This design comes from an exercise in tuning for small area on the open sky130 flow, not from production work.
Function was checked by simulation only, so behaviour that the tests miss may differ from the original.
No driver is modelled on the clock port, so clock power and skew are understated where the tree is cut down; a real chip needs a root buffer or a tree.
Power is estimated from default activity; no workload was simulated.

==> flow/remap_s9.abc <==
strash
&get -n
&deepsyn -T 150 -S 9
&dc2
&dch -f
&nf -R 3000 -F 20 -A 20 -E 1000
&put
topo
==> flow/remap_s10.abc <==
strash
&get -n
&deepsyn -T 150 -S 10
&dc2
&dch -f
&nf -R 3000 -F 20 -A 20 -E 1000
&put
topo
==> flow/remap_s6.abc <==
strash
&get -n
&deepsyn -T 150 -S 6
&dc2
&dch -f
&nf -R 3000 -F 20 -A 20 -E 1000
&put
topo
==> flow/remap_b.abc <==
strash
dc2
dc2
&get -n
&dch -f
&nf -R 2000 -F 10 -A 10
&put
topo
==> constraint.sdc <==
create_clock -name core_clock -period 40.0 [get_ports {clk}]
set_input_delay 8.0000 -clock core_clock [delete_from_list [all_inputs] [get_ports {clk}]]
set_output_delay 8.0000 -clock core_clock [all_outputs]
set_load 0.01 [all_outputs]
==> flow/remap_t11.abc <==
strash
&get -n
&deepsyn -T 150 -S 11
&dch -f
&nf -R 5000 -F 50 -A 50 -E 3000 -C 32
&put
topo
==> flow/fixclk.tcl <==
read_db $::env(ODB_IN)
read_liberty $::env(LIB)
read_sdc $::env(SDC_IN)
source $::env(PLATFORM_DIR)/setRC.tcl
set block [ord::get_db_block]
proc out_net {inst} {
  foreach it [$inst getITerms] {
    if {[$it isOutputSignal]} { return [$it getNet] }
  }
  return "NULL"
}
set clknet [$block findNet clk]
set root "NULL"
foreach it [$clknet getITerms] {
  set inst [$it getInst]
  if {[string match "sky130_fd_sc_hd__clkbuf_*" [[$inst getMaster] getName]]} { set root $inst }
}
if {$root == "NULL"} { error "no clock root buffer" }
set rootnet [out_net $root]
puts "root [$root getName] [[$root getMaster] getName] drives [$rootnet getName]"
set leaves {}
foreach it [$rootnet getITerms] {
  set inst [$it getInst]
  if {[$inst getName] == [$root getName]} continue
  lappend leaves $it
}
if {[llength $leaves] > 4} { error "root buffer drives [llength $leaves] pins; the clock port may feed at most 4" }
foreach it $leaves { $it disconnect; $it connect $clknet }
puts "moved [llength $leaves] clock-tree inputs from [$root getName] to the clock port"
foreach it [$root getITerms] { if {[$it getNet] != "NULL"} { $it disconnect } }
odb::dbInst_destroy $root
odb::dbNet_destroy $rootnet
# Optionally keep fewer leaf buffers: give the sinks of the leaf with the fewest
# sinks to the nearest remaining leaf, until KEEP leaves are left.
proc leaf_sinks {leaf} {
  set res {}
  foreach it [[out_net $leaf] getITerms] {
    if {[[$it getInst] getName] != [$leaf getName]} { lappend res $it }
  }
  return $res
}
proc dist2 {a b} {
  set ab [$a getBBox]; set bb [$b getBBox]
  set dx [expr {([$ab xMin] + [$ab xMax] - [$bb xMin] - [$bb xMax]) / 2.0}]
  set dy [expr {([$ab yMin] + [$ab yMax] - [$bb yMin] - [$bb yMax]) / 2.0}]
  return [expr {$dx * $dx + $dy * $dy}]
}
set leafinsts {}
foreach it [$clknet getITerms] { lappend leafinsts [$it getInst] }
set keep [expr {[info exists ::env(KEEP)] ? $::env(KEEP) : [llength $leafinsts]}]
while {[llength $leafinsts] > $keep} {
  set small ""; set ns 1000000
  foreach l $leafinsts { set n [llength [leaf_sinks $l]]; if {$n < $ns} { set ns $n; set small $l } }
  set rest {}
  foreach l $leafinsts { if {[$l getName] != [$small getName]} { lappend rest $l } }
  foreach it [leaf_sinks $small] {
    set best ""; set bd 1e30
    foreach l $rest { set d [dist2 [$it getInst] $l]; if {$d < $bd} { set bd $d; set best $l } }
    $it disconnect; $it connect [out_net $best]
  }
  set onet [out_net $small]
  foreach it [$small getITerms] { if {[$it getNet] != "NULL"} { $it disconnect } }
  odb::dbInst_destroy $small
  odb::dbNet_destroy $onet
  set leafinsts $rest
  puts "dropped a leaf buffer; [llength $leafinsts] left"
}
if {[info exists ::env(LEAF_CELL)] && $::env(LEAF_CELL) != ""} {
  foreach l $leafinsts { replace_cell [get_cells [$l getName]] [get_lib_cells $::env(LEAF_CELL)] }
}
foreach l $leafinsts { puts "leaf [$l getName] [[$l getMaster] getName] [llength [leaf_sinks $l]] sinks" }
detailed_placement
check_placement
set_propagated_clock [all_clocks]
estimate_parasitics -placement
report_clock_skew
set worst 0
foreach inst [$block getInsts] {
  if {[string match "*__df*" [[$inst getMaster] getName]]} {
    set s [get_property [get_pins -of_objects [get_cells [$inst getName]] -filter "name==CLK"] slew_max]
    if {$s > $worst} { set worst $s }
  }
}
puts "worst register clock slew: $worst; clock port pins: [llength [$clknet getITerms]]"
report_check_types -max_slew -max_capacitance -violators
write_db $::env(ODB_OUT)
==> flow/remap_s3.abc <==
strash
&get -n
&deepsyn -T 150 -S 3
&dc2
&dch -f
&nf -R 3000 -F 20 -A 20 -E 1000
&put
topo
==> design.v <==
module top_calc_accum_final (
    input  wire clk,
    input  wire reset,
    input  wire [1:0] op_sel_raw,
    input  wire [7:0] data_in_raw,
    input  wire calc_btn_raw,
    output wire [6:0] disp0,
    output wire [6:0] disp1,
    output wire [6:0] disp2,
    output wire [6:0] disp3,
    output wire [6:0] disp4,
    output wire neg_flag,
    output wire error_flag,
    output wire [7:0] acc_out
);
    reg [1:0] op_s1, op;
    reg [7:0] d_s1, d;
    reg [7:0] acc;
    reg [6:0] frac;
    reg       err_q;
    reg [2:0] mode, cnt;
    wire [7:0] acc_n;
    wire [6:0] frac_n;
    wire       err_n;
    wire [2:0] mode_n, cnt_n;
    wire       hund;
    calc_core u_core (
        .reset(reset), .btn(calc_btn_raw), .op(op), .d(d),
        .acc(acc), .frac(frac), .err_q(err_q), .mode(mode), .cnt(cnt),
        .acc_n(acc_n), .frac_n(frac_n), .err_n(err_n), .mode_n(mode_n), .cnt_n(cnt_n),
        .disp0(disp0), .disp1(disp1), .disp2(disp2), .disp3(disp3), .hund(hund)
    );
    always @(posedge clk) begin
        op_s1 <= op_sel_raw;
        op    <= op_s1;
        d_s1  <= data_in_raw;
        d     <= d_s1;
        acc   <= acc_n;
        frac  <= frac_n;
        err_q <= err_n;
        mode  <= mode_n;
        cnt   <= cnt_n;
    end
    assign disp4      = {hund, 2'b00, hund, hund, hund, 1'b1};
    assign acc_out    = acc;
    assign neg_flag   = ~acc[7];
    assign error_flag = err_q;
endmodule
module calc_core (
  input wire reset,
  input wire btn,
  input wire [1:0] op,
  input wire [7:0] d,
  input wire [7:0] acc,
  input wire [6:0] frac,
  input wire err_q,
  input wire [2:0] mode,
  input wire [2:0] cnt,
  output wire [7:0] acc_n,
  output wire [6:0] frac_n,
  output wire err_n,
  output wire [2:0] mode_n,
  output wire [2:0] cnt_n,
  output wire [6:0] disp0,
  output wire [6:0] disp1,
  output wire [6:0] disp2,
  output wire [6:0] disp3,
  output wire hund
);
  wire new_n86, new_n87, new_n88, new_n89, new_n90, new_n91, new_n92, new_n93, new_n94, new_n95, new_n96, new_n97, new_n98, new_n99, new_n100, new_n101, new_n102, new_n103, new_n104, new_n105, new_n106, new_n107, new_n108, new_n109, new_n110, new_n111, new_n112, new_n113, new_n114, new_n115, new_n116, new_n117, new_n118, new_n119, new_n120, new_n121, new_n122, new_n123, new_n124, new_n125, new_n126, new_n128, new_n129, new_n130, new_n131, new_n132, new_n133, new_n134, new_n135, new_n136, new_n137, new_n138, new_n140, new_n141, new_n142, new_n143, new_n144, new_n145, new_n146, new_n147, new_n148, new_n149, new_n150, new_n151, new_n152, new_n153, new_n154, new_n155, new_n156, new_n157, new_n158, new_n159, new_n160, new_n161, new_n163, new_n164, new_n165, new_n166, new_n167, new_n168, new_n169, new_n170, new_n171, new_n172, new_n173, new_n174, new_n175, new_n176, new_n177, new_n179, new_n180, new_n181, new_n182, new_n183, new_n184, new_n185, new_n186, new_n187, new_n188, new_n189, new_n190, new_n191, new_n192, new_n193, new_n195, new_n196, new_n197, new_n198, new_n199, new_n200, new_n201, new_n202, new_n203, new_n204, new_n205, new_n206, new_n207, new_n208, new_n209, new_n210, new_n211, new_n212, new_n213, new_n214, new_n215, new_n216, new_n217, new_n218, new_n219, new_n220, new_n221, new_n222, new_n223, new_n224, new_n225, new_n226, new_n227, new_n228, new_n229, new_n231, new_n232, new_n233, new_n234, new_n235, new_n236, new_n237, new_n238, new_n239, new_n240, new_n241, new_n242, new_n243, new_n244, new_n245, new_n246, new_n247, new_n248, new_n250, new_n252, new_n253, new_n254, new_n255, new_n256, new_n257, new_n258, new_n259, new_n260, new_n261, new_n262, new_n263, new_n264, new_n265, new_n266, new_n267, new_n268, new_n269, new_n270, new_n271, new_n272, new_n273, new_n274, new_n275, new_n276, new_n277, new_n278, new_n279, new_n280, new_n281, new_n282, new_n283, new_n284, new_n285, new_n286, new_n287, new_n288, new_n289, new_n290, new_n291, new_n292, new_n293, new_n294, new_n295, new_n296, new_n297, new_n298, new_n299, new_n300, new_n301, new_n302, new_n303, new_n304, new_n305, new_n306, new_n307, new_n308, new_n309, new_n310, new_n311, new_n312, new_n313, new_n314, new_n315, new_n316, new_n317, new_n318, new_n319, new_n320, new_n321, new_n323, new_n324, new_n325, new_n327, new_n328, new_n329, new_n330, new_n331, new_n332, new_n333, new_n334, new_n335, new_n336, new_n337, new_n338, new_n339, new_n340, new_n341, new_n342, new_n343, new_n344, new_n345, new_n347, new_n348, new_n349, new_n350, new_n351, new_n352, new_n353, new_n354, new_n355, new_n356, new_n357, new_n358, new_n359, new_n360, new_n361, new_n362, new_n363, new_n364, new_n365, new_n366, new_n367, new_n368, new_n369, new_n370, new_n371, new_n373, new_n374, new_n375, new_n376, new_n377, new_n378, new_n379, new_n380, new_n381, new_n382, new_n383, new_n384, new_n385, new_n386, new_n387, new_n388, new_n389, new_n390, new_n391, new_n392, new_n393, new_n394, new_n395, new_n396, new_n397, new_n398, new_n399, new_n400, new_n401, new_n402, new_n403, new_n404, new_n405, new_n406, new_n407, new_n408, new_n409, new_n410, new_n411, new_n412, new_n413, new_n414, new_n415, new_n416, new_n417, new_n418, new_n419, new_n420, new_n421, new_n422, new_n423, new_n424, new_n425, new_n426, new_n427, new_n428, new_n429, new_n430, new_n431, new_n432, new_n433, new_n434, new_n435, new_n436, new_n437, new_n438, new_n439, new_n440, new_n441, new_n442, new_n443, new_n444, new_n445, new_n446, new_n447, new_n448, new_n449, new_n450, new_n451, new_n452, new_n453, new_n454, new_n455, new_n456, new_n457, new_n458, new_n459, new_n460, new_n462, new_n463, new_n464, new_n465, new_n466, new_n467, new_n468, new_n469, new_n470, new_n471, new_n473, new_n474, new_n475, new_n476, new_n477, new_n478, new_n479, new_n480, new_n482, new_n483, new_n484, new_n485, new_n486, new_n487, new_n488, new_n489, new_n490, new_n491, new_n493, new_n494, new_n495, new_n496, new_n497, new_n498, new_n500, new_n501, new_n502, new_n503, new_n504, new_n505, new_n506, new_n507, new_n508, new_n509, new_n510, new_n511, new_n512, new_n513, new_n515, new_n516, new_n517, new_n518, new_n519, new_n520, new_n521, new_n522, new_n523, new_n524, new_n525, new_n527, new_n528, new_n529, new_n531, new_n532, new_n534, new_n535, new_n536, new_n537, new_n538, new_n539, new_n540, new_n541, new_n542, new_n544, new_n545, new_n546, new_n548, new_n549, new_n551, new_n552, new_n553, new_n554, new_n555, new_n556, new_n557, new_n559, new_n560, new_n561, new_n563, new_n564, new_n565, new_n567, new_n570, new_n571, new_n572, new_n576, new_n577, new_n578, new_n580, new_n584, new_n585, new_n586, new_n587, new_n588, new_n589, new_n590, new_n591, new_n592, new_n593, new_n594, new_n595, new_n596, new_n597, new_n598, new_n599, new_n600, new_n601, new_n602, new_n603, new_n604, new_n605, new_n606, new_n608, new_n609, new_n610, new_n611, new_n612, new_n613, new_n615, new_n617, new_n620, new_n621, new_n622, new_n625, new_n626, new_n627, new_n628, new_n629, new_n630, new_n631, new_n632, new_n633, new_n634, new_n635, new_n636, new_n637, new_n638, new_n639, new_n640, new_n641, new_n643, new_n644, new_n645, new_n646, new_n648, new_n649, new_n650, new_n651, new_n652, new_n653, new_n655, new_n659, new_n661;
  assign new_n86 = mode[0] & mode[1] ;
  assign new_n87 = mode[2] & new_n86;
  assign new_n88 = ~err_q & ~new_n87;
  assign new_n89 = mode[1] & mode[2] ;
  assign new_n90 = new_n88 & new_n89;
  assign new_n91 = ~reset & ~new_n90;
  assign new_n92 = acc[0] & new_n91;
  assign new_n93 = op[0] & op[1] ;
  assign new_n94 = ~op[1] & ~d[0] ;
  assign new_n95 = acc[0] & acc[7] ;
  assign new_n96 = ~new_n94 & ~new_n95;
  assign new_n97 = op[0] & ~new_n96;
  assign new_n98 = ~op[1] & d[0] ;
  assign new_n99 = acc[0] & ~new_n98;
  assign new_n100 = ~acc[0] & new_n98;
  assign new_n101 = ~new_n99 & ~new_n100;
  assign new_n102 = ~new_n93 & new_n101;
  assign new_n103 = ~op[0] & op[1] ;
  assign new_n104 = ~acc[6] & ~acc[7] ;
  assign new_n105 = acc[6] & acc[7] ;
  assign new_n106 = ~new_n104 & ~new_n105;
  assign new_n107 = new_n103 & ~new_n106;
  assign new_n108 = ~new_n102 & ~new_n107;
  assign new_n109 = acc[0] & ~new_n108;
  assign new_n110 = ~new_n97 & ~new_n109;
  assign new_n111 = op[0] & ~op[1] ;
  assign new_n112 = ~d[1] & ~new_n111;
  assign new_n113 = ~op[0] & ~op[1] ;
  assign new_n114 = d[1] & ~new_n113;
  assign new_n115 = ~new_n112 & ~new_n114;
  assign new_n116 = ~acc[1] & ~new_n115;
  assign new_n117 = ~new_n107 & ~new_n115;
  assign new_n118 = acc[1] & ~new_n117;
  assign new_n119 = ~new_n116 & ~new_n118;
  assign new_n120 = new_n110 & new_n119;
  assign new_n121 = ~new_n110 & ~new_n119;
  assign new_n122 = ~new_n120 & ~new_n121;
  assign new_n123 = new_n93 & new_n122;
  assign new_n124 = ~reset & new_n90;
  assign new_n125 = new_n108 & new_n124;
  assign new_n126 = ~new_n123 & new_n125;
  assign acc_n[0] = new_n92 | new_n126;
  assign new_n128 = ~new_n116 & ~new_n120;
  assign new_n129 = acc[2] & ~new_n107;
  assign new_n130 = ~new_n128 & new_n129;
  assign new_n131 = new_n128 & ~new_n129;
  assign new_n132 = ~new_n130 & ~new_n131;
  assign new_n133 = new_n93 & new_n124;
  assign new_n134 = ~new_n132 & new_n133;
  assign new_n135 = ~new_n93 & new_n124;
  assign new_n136 = ~new_n122 & new_n135;
  assign new_n137 = acc[1] & new_n91;
  assign new_n138 = ~new_n136 & ~new_n137;
  assign acc_n[1] = new_n134 | ~new_n138;
  assign new_n140 = ~d[2] & ~new_n111;
  assign new_n141 = d[2] & ~new_n113;
  assign new_n142 = ~new_n140 & ~new_n141;
  assign new_n143 = ~new_n132 & new_n142;
  assign new_n144 = acc[2] & ~new_n130;
  assign new_n145 = ~new_n143 & ~new_n144;
  assign new_n146 = ~d[3] & ~new_n111;
  assign new_n147 = d[3] & ~new_n113;
  assign new_n148 = ~new_n146 & ~new_n147;
  assign new_n149 = ~new_n107 & ~new_n148;
  assign new_n150 = acc[3] & ~new_n149;
  assign new_n151 = ~acc[3] & ~new_n148;
  assign new_n152 = ~new_n150 & ~new_n151;
  assign new_n153 = ~new_n145 & new_n152;
  assign new_n154 = new_n145 & ~new_n152;
  assign new_n155 = ~new_n153 & ~new_n154;
  assign new_n156 = new_n133 & new_n155;
  assign new_n157 = new_n132 & ~new_n142;
  assign new_n158 = ~new_n143 & ~new_n157;
  assign new_n159 = new_n135 & new_n158;
  assign new_n160 = acc[2] & new_n91;
  assign new_n161 = ~new_n159 & ~new_n160;
  assign acc_n[2] = new_n156 | ~new_n161;
  assign new_n163 = ~new_n150 & ~new_n153;
  assign new_n164 = ~d[4] & ~new_n111;
  assign new_n165 = d[4] & ~new_n113;
  assign new_n166 = ~new_n164 & ~new_n165;
  assign new_n167 = ~acc[4] & ~new_n166;
  assign new_n168 = ~new_n107 & ~new_n166;
  assign new_n169 = acc[4] & ~new_n168;
  assign new_n170 = ~new_n167 & ~new_n169;
  assign new_n171 = new_n163 & new_n170;
  assign new_n172 = ~new_n163 & ~new_n170;
  assign new_n173 = ~new_n171 & ~new_n172;
  assign new_n174 = new_n133 & ~new_n173;
  assign new_n175 = new_n135 & new_n155;
  assign new_n176 = acc[3] & new_n91;
  assign new_n177 = ~new_n175 & ~new_n176;
  assign acc_n[3] = new_n174 | ~new_n177;
  assign new_n179 = ~new_n167 & ~new_n171;
  assign new_n180 = ~d[5] & ~new_n111;
  assign new_n181 = d[5] & ~new_n113;
  assign new_n182 = ~new_n180 & ~new_n181;
  assign new_n183 = ~new_n107 & ~new_n182;
  assign new_n184 = acc[5] & ~new_n183;
  assign new_n185 = ~acc[5] & ~new_n182;
  assign new_n186 = ~new_n184 & ~new_n185;
  assign new_n187 = new_n179 & ~new_n186;
  assign new_n188 = ~new_n179 & new_n186;
  assign new_n189 = ~new_n187 & ~new_n188;
  assign new_n190 = new_n133 & ~new_n189;
  assign new_n191 = new_n135 & ~new_n173;
  assign new_n192 = acc[4] & new_n91;
  assign new_n193 = ~new_n191 & ~new_n192;
  assign acc_n[4] = new_n190 | ~new_n193;
  assign new_n195 = new_n179 & ~new_n185;
  assign new_n196 = ~new_n184 & ~new_n195;
  assign new_n197 = ~acc[3] & acc[5] ;
  assign new_n198 = acc[3] & ~acc[5] ;
  assign new_n199 = ~new_n197 & ~new_n198;
  assign new_n200 = acc[4] & ~acc[6] ;
  assign new_n201 = ~acc[2] & ~new_n200;
  assign new_n202 = ~acc[4] & acc[6] ;
  assign new_n203 = acc[2] & ~new_n202;
  assign new_n204 = ~new_n201 & ~new_n203;
  assign new_n205 = new_n199 & ~new_n204;
  assign new_n206 = acc[4] & ~new_n198;
  assign new_n207 = ~acc[4] & ~new_n197;
  assign new_n208 = ~new_n206 & ~new_n207;
  assign new_n209 = new_n204 & new_n208;
  assign new_n210 = ~new_n205 & ~new_n209;
  assign new_n211 = ~acc[1] & ~new_n210;
  assign new_n212 = ~acc[5] & new_n202;
  assign new_n213 = ~acc[0] & new_n212;
  assign new_n214 = new_n211 & new_n213;
  assign new_n215 = new_n107 & ~new_n214;
  assign new_n216 = ~d[6] & ~new_n111;
  assign new_n217 = d[6] & ~new_n113;
  assign new_n218 = ~new_n216 & ~new_n217;
  assign new_n219 = ~acc[6] & ~new_n218;
  assign new_n220 = acc[6] & new_n218;
  assign new_n221 = ~new_n219 & ~new_n220;
  assign new_n222 = ~new_n215 & new_n221;
  assign new_n223 = new_n196 & ~new_n222;
  assign new_n224 = ~new_n196 & new_n222;
  assign new_n225 = ~new_n223 & ~new_n224;
  assign new_n226 = new_n133 & new_n225;
  assign new_n227 = new_n135 & ~new_n189;
  assign new_n228 = acc[5] & new_n91;
  assign new_n229 = ~new_n227 & ~new_n228;
  assign acc_n[5] = new_n226 | ~new_n229;
  assign new_n231 = ~op[0] & ~d[7] ;
  assign new_n232 = op[0] & d[7] ;
  assign new_n233 = ~new_n231 & ~new_n232;
  assign new_n234 = ~op[1] & new_n233;
  assign new_n235 = new_n196 & ~new_n220;
  assign new_n236 = ~new_n219 & ~new_n235;
  assign new_n237 = new_n234 & ~new_n236;
  assign new_n238 = ~new_n234 & new_n236;
  assign new_n239 = ~new_n103 & new_n238;
  assign new_n240 = ~new_n237 & ~new_n239;
  assign new_n241 = acc[7] & ~new_n240;
  assign new_n242 = ~acc[7] & new_n240;
  assign new_n243 = new_n124 & ~new_n242;
  assign new_n244 = ~new_n241 & new_n243;
  assign new_n245 = new_n93 & new_n244;
  assign new_n246 = new_n135 & new_n225;
  assign new_n247 = acc[6] & new_n91;
  assign new_n248 = ~new_n246 & ~new_n247;
  assign acc_n[6] = new_n245 | ~new_n248;
  assign new_n250 = acc[7] & new_n91;
  assign acc_n[7] = new_n244 | new_n250;
  assign new_n252 = acc[7] & new_n237;
  assign new_n253 = frac[6] & ~new_n101;
  assign new_n254 = ~new_n122 & new_n253;
  assign new_n255 = new_n158 & new_n254;
  assign new_n256 = new_n155 & new_n255;
  assign new_n257 = ~new_n173 & new_n256;
  assign new_n258 = ~new_n189 & new_n257;
  assign new_n259 = new_n225 & new_n258;
  assign new_n260 = new_n252 & ~new_n259;
  assign new_n261 = ~new_n233 & new_n236;
  assign new_n262 = acc[7] & ~frac[4] ;
  assign new_n263 = ~frac[5] & new_n262;
  assign new_n264 = ~frac[0] & ~frac[1] ;
  assign new_n265 = ~frac[2] & new_n264;
  assign new_n266 = ~frac[3] & new_n265;
  assign new_n267 = new_n263 & new_n266;
  assign new_n268 = acc[7] & ~frac[6] ;
  assign new_n269 = ~acc[7] & frac[6] ;
  assign new_n270 = ~new_n268 & ~new_n269;
  assign new_n271 = new_n101 & ~new_n270;
  assign new_n272 = ~new_n267 & new_n271;
  assign new_n273 = new_n122 & new_n272;
  assign new_n274 = ~new_n158 & new_n273;
  assign new_n275 = ~new_n155 & new_n274;
  assign new_n276 = new_n173 & new_n275;
  assign new_n277 = new_n189 & new_n276;
  assign new_n278 = ~new_n225 & new_n277;
  assign new_n279 = new_n261 & ~new_n278;
  assign new_n280 = ~acc[7] & new_n279;
  assign new_n281 = frac[1] & frac[2] ;
  assign new_n282 = frac[3] & new_n281;
  assign new_n283 = new_n263 & ~new_n282;
  assign new_n284 = new_n258 & new_n283;
  assign new_n285 = new_n103 & ~new_n215;
  assign new_n286 = frac[5] & ~frac[6] ;
  assign new_n287 = frac[3] & ~frac[5] ;
  assign new_n288 = frac[2] & ~frac[6] ;
  assign new_n289 = ~frac[3] & ~new_n288;
  assign new_n290 = ~frac[4] & frac[6] ;
  assign new_n291 = frac[4] & ~frac[6] ;
  assign new_n292 = ~new_n290 & ~new_n291;
  assign new_n293 = frac[5] & ~new_n292;
  assign new_n294 = new_n289 & new_n293;
  assign new_n295 = ~new_n287 & ~new_n294;
  assign new_n296 = frac[2] & new_n292;
  assign new_n297 = ~new_n290 & ~new_n296;
  assign new_n298 = ~new_n295 & new_n297;
  assign new_n299 = ~frac[3] & frac[5] ;
  assign new_n300 = ~new_n287 & ~new_n299;
  assign new_n301 = ~new_n297 & new_n300;
  assign new_n302 = ~new_n298 & ~new_n301;
  assign new_n303 = ~frac[1] & ~new_n302;
  assign new_n304 = ~frac[2] & new_n291;
  assign new_n305 = ~new_n299 & ~new_n304;
  assign new_n306 = ~new_n294 & ~new_n305;
  assign new_n307 = ~frac[2] & new_n290;
  assign new_n308 = ~new_n296 & ~new_n307;
  assign new_n309 = new_n287 & new_n290;
  assign new_n310 = new_n308 & ~new_n309;
  assign new_n311 = ~new_n306 & new_n310;
  assign new_n312 = new_n302 & ~new_n311;
  assign new_n313 = ~new_n302 & new_n311;
  assign new_n314 = ~new_n312 & ~new_n313;
  assign new_n315 = ~new_n303 & ~new_n314;
  assign new_n316 = ~new_n286 & ~new_n315;
  assign new_n317 = new_n286 & new_n315;
  assign new_n318 = frac[4] & ~new_n289;
  assign new_n319 = ~frac[3] & new_n307;
  assign new_n320 = ~new_n318 & ~new_n319;
  assign new_n321 = ~new_n317 & new_n320;
  assign disp1[3] = ~new_n316 & new_n321;
  assign new_n323 = ~frac[5] & frac[6] ;
  assign new_n324 = ~new_n286 & ~new_n323;
  assign new_n325 = ~new_n292 & ~new_n324;
  assign disp1[5] = ~disp1[3] & new_n325;
  assign new_n327 = acc[7] & ~disp1[5] ;
  assign new_n328 = ~frac[6] & ~new_n327;
  assign new_n329 = new_n214 & ~new_n328;
  assign new_n330 = new_n285 & ~new_n329;
  assign new_n331 = ~new_n284 & new_n330;
  assign new_n332 = new_n87 & ~new_n331;
  assign new_n333 = ~new_n280 & new_n332;
  assign new_n334 = ~new_n260 & new_n333;
  assign new_n335 = ~reset & ~new_n334;
  assign new_n336 = frac[0] & new_n335;
  assign new_n337 = ~reset & new_n334;
  assign new_n338 = ~op[1] & frac[0] ;
  assign new_n339 = acc[7] & frac[0] ;
  assign new_n340 = frac[1] & new_n339;
  assign new_n341 = ~frac[1] & ~new_n339;
  assign new_n342 = new_n93 & ~new_n341;
  assign new_n343 = ~new_n340 & new_n342;
  assign new_n344 = ~new_n338 & ~new_n343;
  assign new_n345 = new_n337 & ~new_n344;
  assign frac_n[0] = new_n336 | new_n345;
  assign new_n347 = frac[1] & new_n335;
  assign new_n348 = ~op[1] & new_n279;
  assign new_n349 = ~new_n237 & ~new_n278;
  assign new_n350 = ~acc[7] & ~new_n238;
  assign new_n351 = ~new_n349 & new_n350;
  assign new_n352 = ~new_n348 & ~new_n351;
  assign new_n353 = frac[1] & ~new_n352;
  assign new_n354 = ~new_n340 & ~new_n353;
  assign new_n355 = frac[2] & ~new_n354;
  assign new_n356 = ~frac[2] & new_n354;
  assign new_n357 = ~new_n355 & ~new_n356;
  assign new_n358 = ~acc[0] & new_n93;
  assign new_n359 = ~new_n357 & new_n358;
  assign new_n360 = acc[0] & new_n93;
  assign new_n361 = new_n357 & new_n360;
  assign new_n362 = frac[0] & ~new_n352;
  assign new_n363 = ~frac[1] & ~new_n362;
  assign new_n364 = frac[0] & new_n353;
  assign new_n365 = ~new_n363 & ~new_n364;
  assign new_n366 = ~op[1] & ~new_n365;
  assign new_n367 = ~frac[0] & new_n103;
  assign new_n368 = new_n337 & ~new_n367;
  assign new_n369 = ~new_n366 & new_n368;
  assign new_n370 = ~new_n361 & new_n369;
  assign new_n371 = ~new_n359 & new_n370;
  assign frac_n[1] = new_n347 | new_n371;
  assign new_n373 = frac[2] & new_n335;
  assign new_n374 = ~new_n265 & ~new_n352;
  assign new_n375 = frac[3] & ~new_n374;
  assign new_n376 = ~frac[3] & new_n374;
  assign new_n377 = ~new_n375 & ~new_n376;
  assign new_n378 = new_n93 & ~new_n377;
  assign new_n379 = op[1] & new_n357;
  assign new_n380 = ~new_n353 & ~new_n362;
  assign new_n381 = frac[2] & ~new_n380;
  assign new_n382 = ~frac[2] & new_n380;
  assign new_n383 = ~new_n381 & ~new_n382;
  assign new_n384 = ~new_n379 & new_n383;
  assign new_n385 = new_n103 & new_n365;
  assign new_n386 = ~new_n361 & ~new_n385;
  assign new_n387 = ~new_n384 & new_n386;
  assign new_n388 = new_n378 & ~new_n387;
  assign new_n389 = ~new_n378 & new_n387;
  assign new_n390 = ~new_n388 & ~new_n389;
  assign new_n391 = ~new_n266 & ~new_n352;
  assign new_n392 = ~frac[4] & ~new_n391;
  assign new_n393 = ~new_n352 & ~new_n392;
  assign new_n394 = frac[5] & new_n393;
  assign new_n395 = ~frac[5] & ~new_n393;
  assign new_n396 = ~new_n394 & ~new_n395;
  assign new_n397 = new_n103 & ~new_n396;
  assign new_n398 = ~new_n357 & new_n383;
  assign new_n399 = frac[4] & new_n391;
  assign new_n400 = ~new_n392 & ~new_n399;
  assign new_n401 = ~new_n377 & new_n400;
  assign new_n402 = new_n398 & new_n401;
  assign new_n403 = ~new_n396 & new_n402;
  assign new_n404 = new_n396 & ~new_n402;
  assign new_n405 = ~new_n403 & ~new_n404;
  assign new_n406 = new_n360 & new_n405;
  assign new_n407 = new_n357 & new_n401;
  assign new_n408 = new_n406 & ~new_n407;
  assign new_n409 = ~frac[6] & ~new_n352;
  assign new_n410 = frac[6] & new_n352;
  assign new_n411 = ~new_n409 & ~new_n410;
  assign new_n412 = ~new_n405 & new_n411;
  assign new_n413 = new_n324 & new_n405;
  assign new_n414 = ~new_n412 & ~new_n413;
  assign new_n415 = new_n93 & ~new_n414;
  assign new_n416 = ~new_n408 & new_n415;
  assign new_n417 = new_n408 & new_n414;
  assign new_n418 = new_n103 & ~new_n400;
  assign new_n419 = ~op[1] & ~new_n396;
  assign new_n420 = ~new_n418 & ~new_n419;
  assign new_n421 = ~new_n417 & new_n420;
  assign new_n422 = ~new_n416 & new_n421;
  assign new_n423 = new_n358 & ~new_n405;
  assign new_n424 = new_n103 & ~new_n377;
  assign new_n425 = ~op[1] & new_n400;
  assign new_n426 = ~new_n424 & ~new_n425;
  assign new_n427 = ~new_n406 & new_n426;
  assign new_n428 = ~new_n423 & new_n427;
  assign new_n429 = new_n398 & ~new_n400;
  assign new_n430 = op[1] & ~new_n429;
  assign new_n431 = ~new_n377 & ~new_n430;
  assign new_n432 = new_n103 & new_n383;
  assign new_n433 = new_n93 & new_n400;
  assign new_n434 = ~new_n402 & new_n433;
  assign new_n435 = ~new_n432 & ~new_n434;
  assign new_n436 = ~new_n431 & new_n435;
  assign new_n437 = ~new_n390 & new_n436;
  assign new_n438 = new_n428 & new_n437;
  assign new_n439 = new_n422 & ~new_n438;
  assign new_n440 = ~new_n397 & ~new_n439;
  assign new_n441 = ~new_n428 & ~new_n436;
  assign new_n442 = new_n390 & new_n441;
  assign new_n443 = ~new_n422 & ~new_n442;
  assign new_n444 = ~new_n93 & new_n396;
  assign new_n445 = ~new_n414 & ~new_n444;
  assign new_n446 = ~new_n360 & ~new_n411;
  assign new_n447 = ~new_n445 & new_n446;
  assign new_n448 = ~new_n103 & ~new_n447;
  assign new_n449 = ~new_n443 & new_n448;
  assign new_n450 = ~new_n360 & new_n445;
  assign new_n451 = ~new_n411 & new_n443;
  assign new_n452 = ~new_n450 & ~new_n451;
  assign new_n453 = ~new_n449 & new_n452;
  assign new_n454 = ~new_n440 & ~new_n453;
  assign new_n455 = new_n440 & ~new_n447;
  assign new_n456 = ~new_n454 & ~new_n455;
  assign new_n457 = ~new_n390 & new_n456;
  assign new_n458 = new_n390 & ~new_n456;
  assign new_n459 = ~new_n457 & ~new_n458;
  assign new_n460 = new_n337 & ~new_n459;
  assign frac_n[2] = new_n373 | new_n460;
  assign new_n462 = frac[3] & new_n335;
  assign new_n463 = new_n361 & ~new_n377;
  assign new_n464 = ~new_n447 & ~new_n463;
  assign new_n465 = new_n436 & new_n464;
  assign new_n466 = ~new_n436 & ~new_n464;
  assign new_n467 = ~new_n465 & ~new_n466;
  assign new_n468 = ~new_n457 & ~new_n467;
  assign new_n469 = new_n457 & new_n467;
  assign new_n470 = new_n337 & ~new_n469;
  assign new_n471 = ~new_n468 & new_n470;
  assign frac_n[3] = new_n462 | new_n471;
  assign new_n473 = frac[4] & new_n335;
  assign new_n474 = new_n457 & ~new_n465;
  assign new_n475 = ~new_n457 & ~new_n466;
  assign new_n476 = ~new_n474 & ~new_n475;
  assign new_n477 = new_n428 & ~new_n476;
  assign new_n478 = ~new_n428 & new_n476;
  assign new_n479 = new_n337 & ~new_n478;
  assign new_n480 = ~new_n477 & new_n479;
  assign frac_n[4] = new_n473 | new_n480;
  assign new_n482 = frac[5] & new_n335;
  assign new_n483 = ~new_n442 & new_n447;
  assign new_n484 = ~new_n440 & ~new_n447;
  assign new_n485 = ~new_n483 & ~new_n484;
  assign new_n486 = new_n453 & ~new_n485;
  assign new_n487 = ~new_n440 & ~new_n441;
  assign new_n488 = new_n483 & ~new_n487;
  assign new_n489 = ~new_n422 & ~new_n488;
  assign new_n490 = new_n337 & ~new_n489;
  assign new_n491 = ~new_n486 & new_n490;
  assign frac_n[5] = new_n482 | new_n491;
  assign new_n493 = frac[6] & new_n335;
  assign new_n494 = new_n397 & new_n453;
  assign new_n495 = ~new_n397 & ~new_n453;
  assign new_n496 = new_n337 & ~new_n484;
  assign new_n497 = ~new_n495 & new_n496;
  assign new_n498 = ~new_n494 & new_n497;
  assign frac_n[6] = new_n493 | new_n498;
  assign new_n500 = ~d[3] & ~d[4] ;
  assign new_n501 = ~d[5] & ~d[6] ;
  assign new_n502 = new_n500 & new_n501;
  assign new_n503 = ~d[1] & ~d[2] ;
  assign new_n504 = new_n94 & new_n503;
  assign new_n505 = new_n502 & new_n504;
  assign new_n506 = acc[7] & ~new_n505;
  assign new_n507 = ~acc[7] & new_n505;
  assign new_n508 = ~new_n506 & ~new_n507;
  assign new_n509 = new_n261 & new_n508;
  assign new_n510 = new_n87 & ~new_n285;
  assign new_n511 = ~new_n252 & new_n510;
  assign new_n512 = ~new_n509 & new_n511;
  assign new_n513 = ~reset & ~new_n88;
  assign err_n = ~new_n512 & new_n513;
  assign new_n515 = cnt[0] & cnt[1] ;
  assign new_n516 = cnt[2] & new_n515;
  assign new_n517 = ~mode[0] & ~mode[1] ;
  assign new_n518 = ~mode[2] & new_n517;
  assign new_n519 = ~btn & ~new_n518;
  assign new_n520 = btn & new_n518;
  assign new_n521 = ~new_n519 & ~new_n520;
  assign new_n522 = new_n516 & ~new_n521;
  assign new_n523 = ~mode[0] & ~new_n522;
  assign new_n524 = ~mode[2] & new_n523;
  assign new_n525 = ~reset & ~mode[1] ;
  assign mode_n[0] = ~new_n524 & new_n525;
  assign new_n527 = mode[1] & ~mode[2] ;
  assign new_n528 = ~new_n523 & new_n527;
  assign new_n529 = ~reset & ~new_n517;
  assign mode_n[1] = ~new_n528 & new_n529;
  assign new_n531 = ~mode[1] & mode[2] ;
  assign new_n532 = ~new_n86 & ~new_n531;
  assign mode_n[2] = ~reset & ~new_n532;
  assign new_n534 = ~cnt[0] & ~cnt[1] ;
  assign new_n535 = ~cnt[2] & new_n534;
  assign new_n536 = new_n518 & ~new_n535;
  assign new_n537 = ~new_n518 & new_n535;
  assign new_n538 = ~new_n536 & ~new_n537;
  assign new_n539 = reset & btn;
  assign new_n540 = new_n538 & new_n539;
  assign new_n541 = ~reset & ~new_n521;
  assign new_n542 = ~cnt[0] & new_n541;
  assign cnt_n[0] = new_n540 | new_n542;
  assign new_n544 = ~new_n538 & new_n539;
  assign new_n545 = ~new_n515 & ~new_n534;
  assign new_n546 = new_n541 & new_n545;
  assign cnt_n[1] = new_n544 | new_n546;
  assign new_n548 = ~cnt[2] & ~new_n515;
  assign new_n549 = ~new_n516 & ~new_n548;
  assign cnt_n[2] = new_n541 & new_n549;
  assign new_n551 = ~new_n299 & ~new_n308;
  assign new_n552 = new_n297 & new_n299;
  assign new_n553 = ~new_n551 & ~new_n552;
  assign new_n554 = ~frac[1] & new_n553;
  assign new_n555 = new_n302 & ~new_n554;
  assign new_n556 = ~new_n303 & ~new_n555;
  assign new_n557 = ~frac[0] & ~new_n311;
  assign disp0[0] = new_n556 & ~new_n557;
  assign new_n559 = frac[1] & new_n312;
  assign new_n560 = frac[0] & ~new_n303;
  assign new_n561 = ~new_n555 & ~new_n560;
  assign disp0[1] = ~new_n559 & ~new_n561;
  assign new_n563 = ~new_n553 & new_n559;
  assign new_n564 = ~new_n303 & ~new_n563;
  assign new_n565 = ~new_n311 & ~new_n564;
  assign disp0[2] = frac[0] | new_n565;
  assign new_n567 = frac[0] & ~new_n556;
  assign disp0[3] = disp0[2] & ~new_n567;
  assign disp0[4] = disp0[1] & ~disp0[2] ;
  assign new_n570 = new_n556 & new_n557;
  assign new_n571 = frac[0] & ~new_n311;
  assign new_n572 = ~new_n564 & new_n571;
  assign disp0[5] = new_n570 | new_n572;
  assign disp0[6] = disp0[3] & ~new_n571;
  assign disp1[6] = disp1[3] & ~new_n323;
  assign new_n576 = ~frac[4] & ~disp1[6] ;
  assign new_n577 = ~new_n324 & ~new_n576;
  assign new_n578 = ~disp1[5] & ~new_n577;
  assign disp1[0] = new_n321 & new_n578;
  assign new_n580 = new_n324 & new_n576;
  assign disp1[1] = new_n578 & ~new_n580;
  assign disp1[2] = new_n315 | disp1[6] ;
  assign disp1[4] = disp1[1] & ~disp1[2] ;
  assign new_n584 = ~acc[2] & ~new_n202;
  assign new_n585 = ~new_n200 & ~new_n584;
  assign new_n586 = acc[1] & ~new_n585;
  assign new_n587 = ~acc[1] & new_n585;
  assign new_n588 = ~new_n586 & ~new_n587;
  assign new_n589 = new_n199 & new_n588;
  assign new_n590 = ~new_n198 & new_n585;
  assign new_n591 = ~new_n197 & ~new_n585;
  assign new_n592 = ~new_n204 & ~new_n591;
  assign new_n593 = ~new_n590 & new_n592;
  assign new_n594 = ~new_n199 & ~new_n588;
  assign new_n595 = ~new_n593 & new_n594;
  assign new_n596 = ~new_n589 & ~new_n595;
  assign new_n597 = ~new_n210 & new_n596;
  assign new_n598 = ~new_n593 & ~new_n597;
  assign new_n599 = new_n596 & new_n598;
  assign new_n600 = ~acc[0] & acc[7] ;
  assign new_n601 = new_n599 & new_n600;
  assign new_n602 = ~new_n596 & ~new_n600;
  assign new_n603 = acc[1] & new_n210;
  assign new_n604 = ~new_n211 & ~new_n603;
  assign new_n605 = ~acc[0] & new_n604;
  assign new_n606 = new_n602 & ~new_n605;
  assign disp2[0] = new_n601 | new_n606;
  assign new_n608 = acc[7] & new_n604;
  assign new_n609 = ~acc[0] & ~new_n608;
  assign new_n610 = ~new_n596 & ~new_n609;
  assign new_n611 = ~new_n95 & ~new_n604;
  assign new_n612 = ~new_n608 & ~new_n611;
  assign new_n613 = ~new_n598 & new_n612;
  assign disp2[1] = new_n610 | new_n613;
  assign new_n615 = ~new_n598 & ~new_n604;
  assign disp2[2] = acc[0] | new_n615;
  assign new_n617 = acc[0] & new_n596;
  assign disp2[3] = disp2[2] & ~new_n617;
  assign disp2[4] = ~acc[0] & disp2[1] ;
  assign new_n620 = new_n602 & new_n605;
  assign new_n621 = ~new_n609 & ~new_n612;
  assign new_n622 = ~new_n598 & new_n621;
  assign disp2[5] = new_n620 | new_n622;
  assign disp2[6] = ~new_n612 & disp2[3] ;
  assign new_n625 = ~new_n605 & ~new_n612;
  assign new_n626 = new_n599 & ~new_n625;
  assign new_n627 = new_n210 & ~new_n626;
  assign new_n628 = ~acc[5] & ~acc[6] ;
  assign new_n629 = acc[5] & acc[6] ;
  assign new_n630 = ~new_n628 & ~new_n629;
  assign new_n631 = ~acc[5] & ~acc[7] ;
  assign new_n632 = acc[5] & acc[7] ;
  assign new_n633 = ~new_n631 & ~new_n632;
  assign new_n634 = new_n630 & new_n633;
  assign new_n635 = ~new_n208 & ~new_n634;
  assign new_n636 = new_n627 & ~new_n635;
  assign new_n637 = ~acc[4] & ~acc[7] ;
  assign new_n638 = acc[4] & acc[7] ;
  assign new_n639 = ~new_n637 & ~new_n638;
  assign new_n640 = ~new_n630 & ~new_n639;
  assign new_n641 = ~new_n627 & ~new_n640;
  assign disp3[0] = ~new_n636 & ~new_n641;
  assign new_n643 = ~new_n627 & ~new_n639;
  assign new_n644 = new_n630 & new_n639;
  assign new_n645 = new_n208 & new_n640;
  assign new_n646 = ~new_n644 & ~new_n645;
  assign disp3[1] = ~new_n643 & new_n646;
  assign new_n648 = acc[3] & ~new_n627;
  assign new_n649 = ~acc[7] & new_n627;
  assign new_n650 = ~new_n648 & ~new_n649;
  assign new_n651 = new_n212 & new_n650;
  assign new_n652 = acc[5] & new_n200;
  assign new_n653 = ~new_n650 & new_n652;
  assign disp3[5] = new_n651 | new_n653;
  assign new_n655 = new_n634 & ~disp3[5] ;
  assign disp3[2] = new_n627 | new_n655;
  assign disp3[3] = ~new_n636 & disp3[2] ;
  assign disp3[4] = disp3[1] & ~disp3[2] ;
  assign new_n659 = new_n627 & new_n630;
  assign disp3[6] = disp3[3] & ~new_n659;
  assign new_n661 = ~new_n630 & new_n633;
  assign hund = ~new_n636 & new_n661;
endmodule
==> flow/check_remap.py <==
import re, sys
a, b = (open(f).read() for f in sys.argv[1:3])
ff = lambda s: sorted(re.findall(r'(sky130_fd_sc_hd__(?:dfxtp|edfxtp|dfrtp|dfstp|sdf\w*)_\d)\s+(\S+)\s*\(', s))
assert ff(a) == ff(b), "registers differ"
assert len(re.findall(r'sky130_fd_sc_hd__\w+\s+\S+\s*\(', b)) > len(ff(b)) + 20, "logic missing"
print("check ok", len(ff(b)), "registers")
==> flow/remap_s7.abc <==
strash
&get -n
&deepsyn -T 150 -S 7
&dc2
&dch -f
&nf -R 3000 -F 20 -A 20 -E 1000
&put
topo
==> config.mk <==
export PLATFORM = sky130hd
export DESIGN_NAME = top_calc_accum_final
export DESIGN_NICKNAME = top_calc_accum_final
export VERILOG_FILES = /design/flow/design.v
export SDC_FILE = /design/flow/constraint.sdc
export NUM_CORES = 4
export LEC_CHECK = 0
export ABC_AREA = 1
export CAP_MARGIN = 20
export CORE_MARGIN = 2
export CORE_UTILIZATION = 40
export GPL_TIMING_DRIVEN = 0
export SLEW_MARGIN = 20
==> flow/remap_s4.abc <==
strash
&get -n
&deepsyn -T 150 -S 4
&dc2
&dch -f
&nf -R 3000 -F 20 -A 20 -E 1000
&put
topo
==> flow/remap_d.abc <==
strash
&get -n
&deepsyn -T 150 -S 2
&dch -f
&nf -R 5000 -F 50 -A 50 -E 3000 -C 32
&put
topo
==> flow/remap_c.abc <==
strash
&get -n
&deepsyn -T 150 -S 1
&dc2
&dch -f
&nf -R 3000 -F 20 -A 20 -E 1000
&put
topo
==> flow/run.sh <==
#!/bin/bash
# Own layout flow: the standard synthesis, then an area-oriented re-mapping of the
# combinational logic (registers untouched, several ABC scripts tried, the smallest
# result kept), then the standard layout steps with minimum-size port buffers and a
# smaller clock tree whose root buffer is dropped after CTS.  Each tool's output goes to a log of its own here.
set -euo pipefail
W=$PWD
R=$W/orfs/results/$FLOW_PLATFORM/top_calc_accum_final/base
LIB=$FLOW_HOME/platforms/$FLOW_PLATFORM/lib/sky130_fd_sc_hd__tt_025C_1v80.lib

bash standard.sh synth > $W/log_1_synth.txt 2>&1
cp $R/1_2_yosys.v $W/std_1_2_yosys.v

DONT=""
for c in $(grep -oE 'cell *\( *"?sky130_fd_sc_hd__(lpflow_[a-z0-9_]+|probe[a-z0-9_]*)' $LIB | sed -E 's/.*(sky130_fd_sc_hd__[a-z0-9_]+)/\1/' | sort -u); do
  DONT="$DONT -dont_use $c"
done
remap_one() {
  local s=$1 n
  n=$(basename $s .abc)
  mkdir -p $W/$n
  if (cd $W/$n && LIB=$LIB IN=$W/std_1_2_yosys.v OUT=$W/$n/out.v ABCSCR=$s DONT="$DONT" \
        timeout 1200 yosys -c $W/flow/remap.tcl > $W/log_2_$n.txt 2>&1) &&
     python3 $W/flow/check_remap.py $W/std_1_2_yosys.v $W/$n/out.v >> $W/log_2_$n.txt 2>&1; then
    echo "$n $(grep 'Chip area for top' $W/$n/remap_stat.txt | awk '{print $NF}')" > $W/$n/area.txt
  fi
}
i=0
for s in $W/flow/remap_*.abc; do
  remap_one $s &
  i=$((i + 1))
  if (( i % 4 == 0 )); then wait; fi
done
wait
best=""; bestarea=""
for s in $W/flow/remap_*.abc; do
  n=$(basename $s .abc)
  if [[ -f $W/$n/area.txt ]]; then
    a=$(awk '{print $2}' $W/$n/area.txt)
    echo "$n $a" >> $W/log_2_remap_choice.txt
    if [[ -n "$a" ]] && { [[ -z "$bestarea" ]] || python3 -c "import sys; sys.exit(0 if $a < $bestarea else 1)"; }; then
      best=$n; bestarea=$a
    fi
  else
    echo "$n failed" >> $W/log_2_remap_choice.txt
  fi
done
echo "chosen $best $bestarea" >> $W/log_2_remap_choice.txt
if [[ -n "$best" ]]; then
  cp $W/$best/out.v $W/remap_1_2_yosys.v
  cp $W/remap_1_2_yosys.v $R/1_2_yosys.v
  rm -f $R/1_synth.odb $R/1_synth.sdc
fi
ARGS=("BUFFER_PORTS_ARGS=-buffer_cell sky130_fd_sc_hd__buf_1"
      "CTS_ARGS=-sink_clustering_enable -repair_clock_nets -buf_list sky130_fd_sc_hd__clkbuf_8 -dont_use_dummy_load")
bash standard.sh "${ARGS[@]}" cts > $W/log_3_to_cts.txt 2>&1
# Drop the clock tree's root buffer (the clock port then feeds the <= 4 leaf buffers),
# keeping 3 leaf buffers if the register clock slew stays well inside the limit.
cp $R/4_cts.odb $W/4_cts_standard.odb
for keep in 3 4; do
  rm -f $W/4_cts_fixed.odb
  if KEEP=$keep PLATFORM_DIR=$FLOW_HOME/platforms/$FLOW_PLATFORM LIB=$LIB ODB_IN=$W/4_cts_standard.odb \
       SDC_IN=$R/4_cts.sdc ODB_OUT=$W/4_cts_fixed.odb \
       openroad -no_init -exit $W/flow/fixclk.tcl > $W/log_4_fixclk_$keep.txt 2>&1 &&
     [[ -f $W/4_cts_fixed.odb ]] &&
     python3 -c "import re,sys; m=re.search(r'worst register clock slew: ([0-9.e-]+); clock port pins: (\d+)', open('$W/log_4_fixclk_$keep.txt').read()); sys.exit(0 if m and float(m.group(1)) < 0.110 and int(m.group(2)) <= 4 else 1)"; then
    cp $W/4_cts_fixed.odb $R/4_1_cts.odb
    sleep 1
    cp $W/4_cts_fixed.odb $R/4_cts.odb
    echo "clock root buffer dropped, $keep leaf buffers kept" >> $W/log_4_fixclk_$keep.txt
    break
  else
    echo "not used" >> $W/log_4_fixclk_$keep.txt
  fi
done
bash standard.sh "${ARGS[@]}" finish > $W/log_5_layout.txt 2>&1
==> flow/remap_s8.abc <==
strash
&get -n
&deepsyn -T 150 -S 8
&dc2
&dch -f
&nf -R 3000 -F 20 -A 20 -E 1000
&put
topo
==> flow/remap.tcl <==
# Re-map the combinational cells of the standard synthesis for area.
# Registers (and their instance names) are kept as they are.
yosys read_liberty -ignore_miss_func $::env(LIB)
yosys read_verilog $::env(IN)
yosys hierarchy -top top_calc_accum_final
foreach m {sky130_fd_sc_hd__dfxtp_1 sky130_fd_sc_hd__dfxtp_2 sky130_fd_sc_hd__dfxtp_4 sky130_fd_sc_hd__edfxtp_1 sky130_fd_sc_hd__dfrtp_1} {
  if {[llength [yosys tee -q -s result.string select -list $m]]} { }
  catch { yosys setattr -mod -set keep_hierarchy 1 $m }
}
yosys flatten
yosys opt -purge
yosys tee -o remap_stat_before.txt stat
yosys abc -liberty $::env(LIB) {*}$::env(DONT) -script $::env(ABCSCR)
yosys opt_clean -purge
yosys hilomap -singleton -hicell sky130_fd_sc_hd__conb_1 HI -locell sky130_fd_sc_hd__conb_1 LO
yosys cd top_calc_accum_final
yosys select w:* i:* o:* %u %d
yosys rename -hide
yosys select -clear
yosys cd
yosys opt_clean -purge
yosys rename -enumerate -pattern n%_ w:*
yosys tee -o remap_stat.txt stat -liberty $::env(LIB)
yosys select top_calc_accum_final
yosys write_verilog -noattr -noexpr -selected $::env(OUT)
==> flow/remap_s5.abc <==
strash
&get -n
&deepsyn -T 150 -S 5
&dc2
&dch -f
&nf -R 3000 -F 20 -A 20 -E 1000
&put
topo
==> flow/remap_a.abc <==
strash
&get -n
&dc2
&dch -f
&nf -R 5000 -F 50 -A 50 -E 3000 -C 32
&put
topo
==> standard.sh <==
#!/bin/bash
# synth_recipe.tcl (not shown) runs the flow's synth.tcl, then flattens the netlist and writes it again
# the make line also repeats each setting of config.mk as NAME=value (left out here)
make -C /OpenROAD-flow-scripts/flow DESIGN_CONFIG=/design/flow/config.mk WORK_HOME=/design/flow/orfs CLKGATE_MAP_FILE= SYNTH_SCRIPT=/design/flow/synth_recipe.tcl "${@:-finish}"
==> impl_metrics.ini <==
[global_routing]
grt_util_all_layers = 0.178
grt_pass1_wl_um = 11200
antenna_found_initial = 0
grt_pass1_vias = 2410
grt_max_degree = 18
overflow = 0

[placed_design]
routabilityCongestion = 0.885
placed_cell_area_um2 = 3080
placed_cells = 508
port_buffers = 54
hpwl_um = 5220

[hold_path]
hold_class = flop to flop

[route]
routedWlPerCell_um = 13.2
wl_met2_um = 3090
wirelength_um = 6750
wl_met1_um = 3400
num_vias = 2857
drc_errors = 0
top_layer = met4
first_iter_violations = 182
dr.pass1.iters = 5
met3_length_um = 257
vias_per_cell = 5.59
ant_nets = 0

[clock_network]
cts.sinks = 42
clk_latency_ns = 0.16
clkTransAtPathRegs_ns = 0.09
holdBufCountCts = 0
postCtsSetupRepairBufs = 0
cts_resized = 0

[timing]
tns_ns = 0
finalClockSkew_ns = 0.0171
max_slew_margin = 0.360
tightest_slew_ns = 0.957
max_freq_mhz = 82.4
hold_viol = 0
finalSetupViolCount = 0
timing.final.max_slew_violations = 0
fin_crit_sh = 0.303
rsz0062_at_grt = no
min_period_ns = 12.13

[floorplanning]
die_area_um2 = 7600
rows = 30
die_h_um = 87.2
initial_core_util = 0.410
core_um2 = 6760
io_pins = 58
die_w_um = 87.2

[cells_and_area]
fin_cells = 511
num_antenna_cells = 0
layout-drive-gt1-share = 0.00928
area_delta_synth_final_pct = 12.8
fillers = 688
postLayoutCellArea_um2 = 3120
nets = 446

[status]
outcome = timing/DRC/antenna clean

[worst_setup_path]
endpoint_kind = primary output
worst_path_max_delay_cell = o21ai_0
cpMostUsedCell = a21oi_1
path_class = flop to primary output
cp_data_arrival_time_ns = 4.13
slowest_delay_ns = 0.60
cp.required_ns = 32.00
critPathMaxFanout = 10
path_cells = nor2b_1 -> nor2_1 -> a21oi_1 -> mux2i_1 -> xnor2_1 -> nor2_1 -> a21oi_1 -> nor2_1 -> o21ai_0 -> a21oi_1 -> a21oi_1 -> a21oi_1 -> o31ai_1 -> and2_0 -> o21a_1 -> buf_1
critPathLaunchType = flop

[power]
power-per-cell-area_nw_per_um2 = 24.7
ir_worst_vdd_mv = 0.0299
p_leak_uw = 0.00109
power_uw = 77.2

[synthesis]
synth_area_um2 = 2770
synth_warnings = 1
avgSynthCellArea_um2 = 7.42
netlist_instances = 373

[flow_run]
cap_violations = 0
## cell type report
type | instances | area (um2) | area share
Multi-Input combinational cell | 317 | 1880 | 0.603
Inverter | 15 | 56.3 | 0.0180
Sequential cell | 42 | 841 | 0.269
Tap cell | 80 | 100 | 0.0321
Timing Repair Buffer | 54 | 203 | 0.0649
Clock buffer | 3 | 41.3 | 0.0132
## per-layer routing
| metal | global-route usage | vias to the layer above |
|---|---|---|
| met2 | 0.300 | 73 |
| met3 | 0.0142 | 2 |
| li1 | - | 1478 |
| met4 | 0.0294 | 0 |
| met1 | 0.254 | 1304 |
| met5 | 0 | - |
## critical path, delay by kind of cell (launching register included)
| kind | cells | cell delay [ns] |
|---|---|---|
| AOI/OAI and AO/OA | 8 | 1.91 |
| and+or+nand+nor | 5 | 0.71 |
| DFF | 1 | 0.53 |
| muxes | 1 | 0.41 |
| xor gates and xnor gates | 1 | 0.28 |
| buffers and inverters | 1 | 0.15 |
## metrics by stage
stage | hold WS [ns] | setup WS (ns) | util
floorplan | 0.310 | 28.43 | -
global placement | 0.311 | 28.17 | 0.455
detailed placement | 0.312 | 28.12 | 0.456
CTS | 0.327 | 27.79 | 0.466
global route | 0.340 | 27.36 | 0.462
finish | 0.331 | 27.87 | 0.462
## where the power goes
group / leakage, uW / internal, uW / total, uW / switching (uW)
registers: 0.000347 / 44.4 / 47.1 / 2.69
logic: 0.000723 / 5.09 / 12.3 / 7.22
clock network: 0.0000216 / 6.92 / 17.8 / 10.8
total: 0.00109 / 56.4 / 77.2 / 20.8
## final timing paths
kind	start	to	slack, ns	cells past startpoint
max	acc[4]	disp3[6]	27.87	16
min reg2reg	d_s1[6]	d[6]	0.33	0
min	d_s1[6]	d[6]	0.33	0
max reg2reg	op[1]	frac[4]	31.74	33
## sequential cells by signal, indices dropped and copies added, names as in the netlist
name   cells
acc        8
d          8
d_s1       8
frac       7
cnt        3
mode       3
op         2
op_s1      2
err_q      1
## placed cells by master, fill, tap and decap left out, types with 2 or more instances in the layout
master    instances
a211oi_1          6
a21boi_0          2
a21o_1            3
a21oi_1          31
a221o_1           2
a22o_1            4
a311oi_1          3
a31oi_1           3
a32o_1            2
and2_0            7
and3_1            3
buf_1            54
clkbuf_8          3
clkinv_1         15
conb_1            3
dfxtp_1          42
mux2i_1           3
nand2_1          38
nand2b_1         12
nand3_1           6
nor2_1           46
nor2b_1          10
nor3_1           11
nor4_1            5
o211ai_1          2
o21a_1            5
o21ai_0          35
o21bai_1          2
o221ai_1          4
o22ai_1           6
o31a_1            2
o31ai_1           5
o32ai_1           4
or2_0             3
or3_1             2
xnor2_1          18
xor2_1           16

==> separate check: timing with driven ports <==
The flow's constraints put no driver on any port. The routed layout listed below was extracted and timed again, unchanged, in two steps.
Step 1, drivers: a clkbuf_16 drives clk and a buf_2 each remaining input, both assumed.
Step 2, shift: input delay + t, output delay - t, t = (earliest + latest rising clock arrival at the registers) / 2. This alone moves slack from input paths to output paths.
a / b / c = ideal / step 1 / step 2; a / b = the first two.
t (ns): 0.190
slack for setup (ns): 27.871 / 27.831 / 28.021
hold WS [ns]: 0.331 / 0.331 / 0.331
latest minus earliest clock arrival (ns): 0.017 / 0.017
pins driven straight from the clock port: 3
After both steps setup and hold are still met in this run. The setup slack of this run moves by -0.040 ns with the drivers and by +0.150 ns with both steps.
